This is an optimization exercise on Yosys and OpenROAD, whose aim is small area and a short achievable clock period, not a production implementation. Only simulation tests tie the RTL to the original design; equivalence was not proved. Power is estimated from default activity; no workload was simulated.

==> flow/design.v <==
module controller
(
	input  [7:0] opcode,
	output jump,
	output is_alu,
	output [1:0] kind,
	output rd_dmem,
	output wr_dmem,
	output mem_op
);
	wire hi0 = (opcode[7:3] == 5'd0);
	assign rd_dmem = hi0 & (opcode[2:0] == 3'd0);
	assign wr_dmem = hi0 & (opcode[2:0] == 3'd1);
	assign jump    = hi0 & (opcode[2:0] == 3'd2);
	assign mem_op  = hi0 & (opcode[2:1] == 2'd0);
	assign is_alu  = hi0 & (opcode[2:0] >= 3'd3) & (opcode[2:0] <= 3'd6);
	assign kind    = opcode[1:0];
endmodule
module data_memory_control
(
	input  mem_op,
	input  [7:0] d,
	output [7:0] dm_abus
);
	assign dm_abus = mem_op ? d : 8'h00;
endmodule
module instruction_control
(
	input  clk,
	input  reset,
	output im_abus_valid,
	output [7:0] im_abus_data,
	input  jump,
	input  [7:0] d
);
	reg [7:0] PC;
	always @ (posedge clk or posedge reset)
	begin
		if (reset)
			PC <= 8'hFF;
		else if (jump)
			PC <= d;
		else
			PC <= PC + 1'b1;
	end
	assign im_abus_valid = 1'b1;
	assign im_abus_data = PC;
endmodule
module alu
(
	input  [1:0] kind,
	input  [7:0] A,
	input  [7:0] B,
	output [7:0] Y
);
	wire is_div = kind[1] & ~kind[0];
	wire is_mul = ~kind[1] & kind[0];
	wire is_add = kind[1] & kind[0];
	wire use_sub = ~kind[0];            
	wire [7:0] nbd = {8{is_div}} & ~B;    
	wire [7:0] am  = {8{is_mul}} & A;     
	wire [8:1] bz;
	assign bz[8] = 1'b1;
	genvar w, j;
	generate
		for (w = 7; w >= 1; w = w - 1) begin : g_bz
			assign bz[w] = bz[w+1] & ~B[w];
		end
	endgenerate
	wire [7:0] x [0:8];
	wire [7:0] q;
	assign x[8] = 8'h00;
	generate
		for (w = 1; w <= 7; w = w + 1) begin : g_stage
			localparam integer I = 8 - w;
			wire [w:0] c;
			wire [w-1:0] s, y;
			wire [7:0] xin;
			if (I < 7) begin : g_hi
				assign xin[7:I+1] = x[I+1][7:I+1];
			end
			assign xin[I] = A[I] & ~is_mul;
			if (I > 0) begin : g_lo
				assign xin[I-1:0] = 8'h00;
			end
			assign c[0] = is_div;
			for (j = 0; j < w; j = j + 1) begin : g_bit
				assign y[j] = nbd[j] | (am[j] & B[I]);
				assign s[j] = xin[I+j] ^ y[j] ^ c[j];
				assign c[j+1] = (xin[I+j] & y[j]) | (xin[I+j] & c[j]) | (y[j] & c[j]);
			end
			assign q[I] = c[w] & bz[w] ;
			wire sel = is_mul | (is_div & q[I]);
			wire [7:0] xo;
			assign xo[7:I] = sel ? s : xin[7:I];
			if (I > 0) begin : g_lo2
				assign xo[I-1:0] = 8'h00;
			end
			assign x[I] = xo;
		end
	endgenerate
	wire [8:0] c0;
	wire [7:0] s0, y0, x0;
	assign x0[7:1] = x[1][7:1];
	assign x0[0] = A[0] & ~is_mul;
	assign c0[0] = use_sub;
	generate
		for (j = 0; j < 8; j = j + 1) begin : g_s0
			assign y0[j] = use_sub ? ~B[j] : (is_add ? B[j] : (A[j] & B[0]));
			assign s0[j] = x0[j] ^ y0[j] ^ c0[j];
			assign c0[j+1] = (x0[j] & y0[j]) | (x0[j] & c0[j]) | (y0[j] & c0[j]);
		end
	endgenerate
	assign q[0] = c0[8];
	assign Y = is_div ? q : s0;
endmodule
module operation_module
(
	input  clk,
	input  reset,
	input  [7:0] d,
	input  is_alu,
	input  [1:0] kind,
	input  rd_dmem,
	input  wr_dmem,
	input  [7:0] dm_in_dbus,
	output [7:0] dm_out_dbus
);
	reg        L;         
	reg  [7:0] AC;
	reg  [7:0] op_a;      
	reg  [7:0] op_b;
	reg  [1:0] op_k;
	wire [7:0] R;
	alu alu_inst
	(
		.kind(op_k),
		.A(op_a),
		.B(op_b),
		.Y(R)
	);
	always @ (posedge clk or posedge reset)
	begin
		if (reset)
		begin
			L    <= 1'b0;
			AC   <= 8'h00;
			op_a <= 8'h00;
			op_b <= 8'h00;
			op_k <= 2'b00;
		end
		else
		begin
			L    <= rd_dmem;
			AC   <= L ? dm_in_dbus : R;
			op_a <= is_alu ? AC : R;
			op_b <= is_alu ? d : 8'h00;
			op_k <= is_alu ? kind : 2'b00;
		end
	end
	assign dm_out_dbus = wr_dmem ? AC : 8'h00;
endmodule
module simple_cpu_top
(
	input  clk,
	input  reset,
	output im_abus_valid,
	output [ 7:0] im_abus_data,
	input  [15:0] im_dbus,
	output rd_mem,
	output wr_mem,
	output [7:0] dm_abus,
	input  [7:0] dm_in_dbus,
	output [7:0] dm_out_dbus
);
	wire [7:0] d  = im_dbus[7:0];
	wire jump, is_alu, mem_op;
	wire [1:0] kind;
	controller controller_inst
	(
		.opcode(im_dbus[15:8]),
		.jump(jump),
		.is_alu(is_alu),
		.kind(kind),
		.rd_dmem(rd_mem),
		.wr_dmem(wr_mem),
		.mem_op(mem_op)
	);
	instruction_control instruction_control_inst
	(
		.clk(clk),
		.reset(reset),
		.im_abus_valid(im_abus_valid),
		.im_abus_data(im_abus_data),
		.jump(jump),
		.d(d)
	);
	data_memory_control data_memory_control_inst
	(
		.mem_op(mem_op),
		.d(d),
		.dm_abus(dm_abus)
	);
	operation_module operation_module_inst
	(
		.clk(clk),
		.reset(reset),
		.d(d),
		.is_alu(is_alu),
		.kind(kind),
		.rd_dmem(rd_mem),
		.wr_dmem(wr_mem),
		.dm_in_dbus(dm_in_dbus),
		.dm_out_dbus(dm_out_dbus)
	);
endmodule
Settings: LEC_CHECK=0, CAP_MARGIN=20, CORE_MARGIN=2, CORE_UTILIZATION=40, SLEW_MARGIN=20; clock period 34.0 ns.
run.sh (not shown) runs the stock make flow with config.mk's settings and CLKGATE_MAP_FILE= SYNTH_SCRIPT=/design/flow/synth_recipe.tcl, a recipe that flattens the netlist after the stock synthesis.
The baseline finished clean.
Next try:
==> flow/flow/run.sh (new file) <==
#!/bin/bash
# Standard ORFS layout, with plain buf_1 cells as the port buffers.
set -euo pipefail
bash standard.sh BUFFER_PORTS_ARGS="-buffer_cell sky130_fd_sc_hd__buf_1" finish > make_finish.log 2>&1
==> flow/standard.sh (new file) <==
#!/bin/bash
# synth_recipe.tcl (not shown) runs the flow's synth.tcl, then flattens the netlist and writes it again
# the make line also repeats each setting of config.mk as NAME=value (left out here)
make -C /OpenROAD-flow-scripts/flow DESIGN_CONFIG=/design/flow/config.mk WORK_HOME=/design/flow/orfs CLKGATE_MAP_FILE= SYNTH_SCRIPT=/design/flow/synth_recipe.tcl "${@:-finish}"
removed: flow/run.sh
After rerunning:
- via count increases by 0.37%
- design area decreases by 7.1%
- routed wire length decreases by 3.9%
- combinational power decreases by 9.0%
- final cell count does not change

-- port drivers added, routing unchanged --
In the flow no input, the clock included, has a driving cell. The finished layouts below were timed again as built, in two steps.
Step 1: set_driving_cell puts a clkbuf_16 on clk and a buf_2 on each other input, an assumption about the parent block.
Step 2 times the ports against the registers' clock, not the clock port: input delays grow and output delays shrink by t, the midpoint of the rising clock arrivals with the driver on.
Slacks: ideal / step 1 / step 2; pairs: ideal / step 1.
run | t (ns) | setup slack, ns | worst setup path at the end | worst register clock-pin slew, ns | pins driven straight from the clock port
the first run | 0.307 | 16.031 / 16.031 / 16.031 | register to register | 0.07 / 0.07 | 1
the second run | 0.306 | 16.117 / 16.117 / 16.117 | register to register | 0.08 / 0.08 | 1
After both steps every run listed still meets setup and hold.
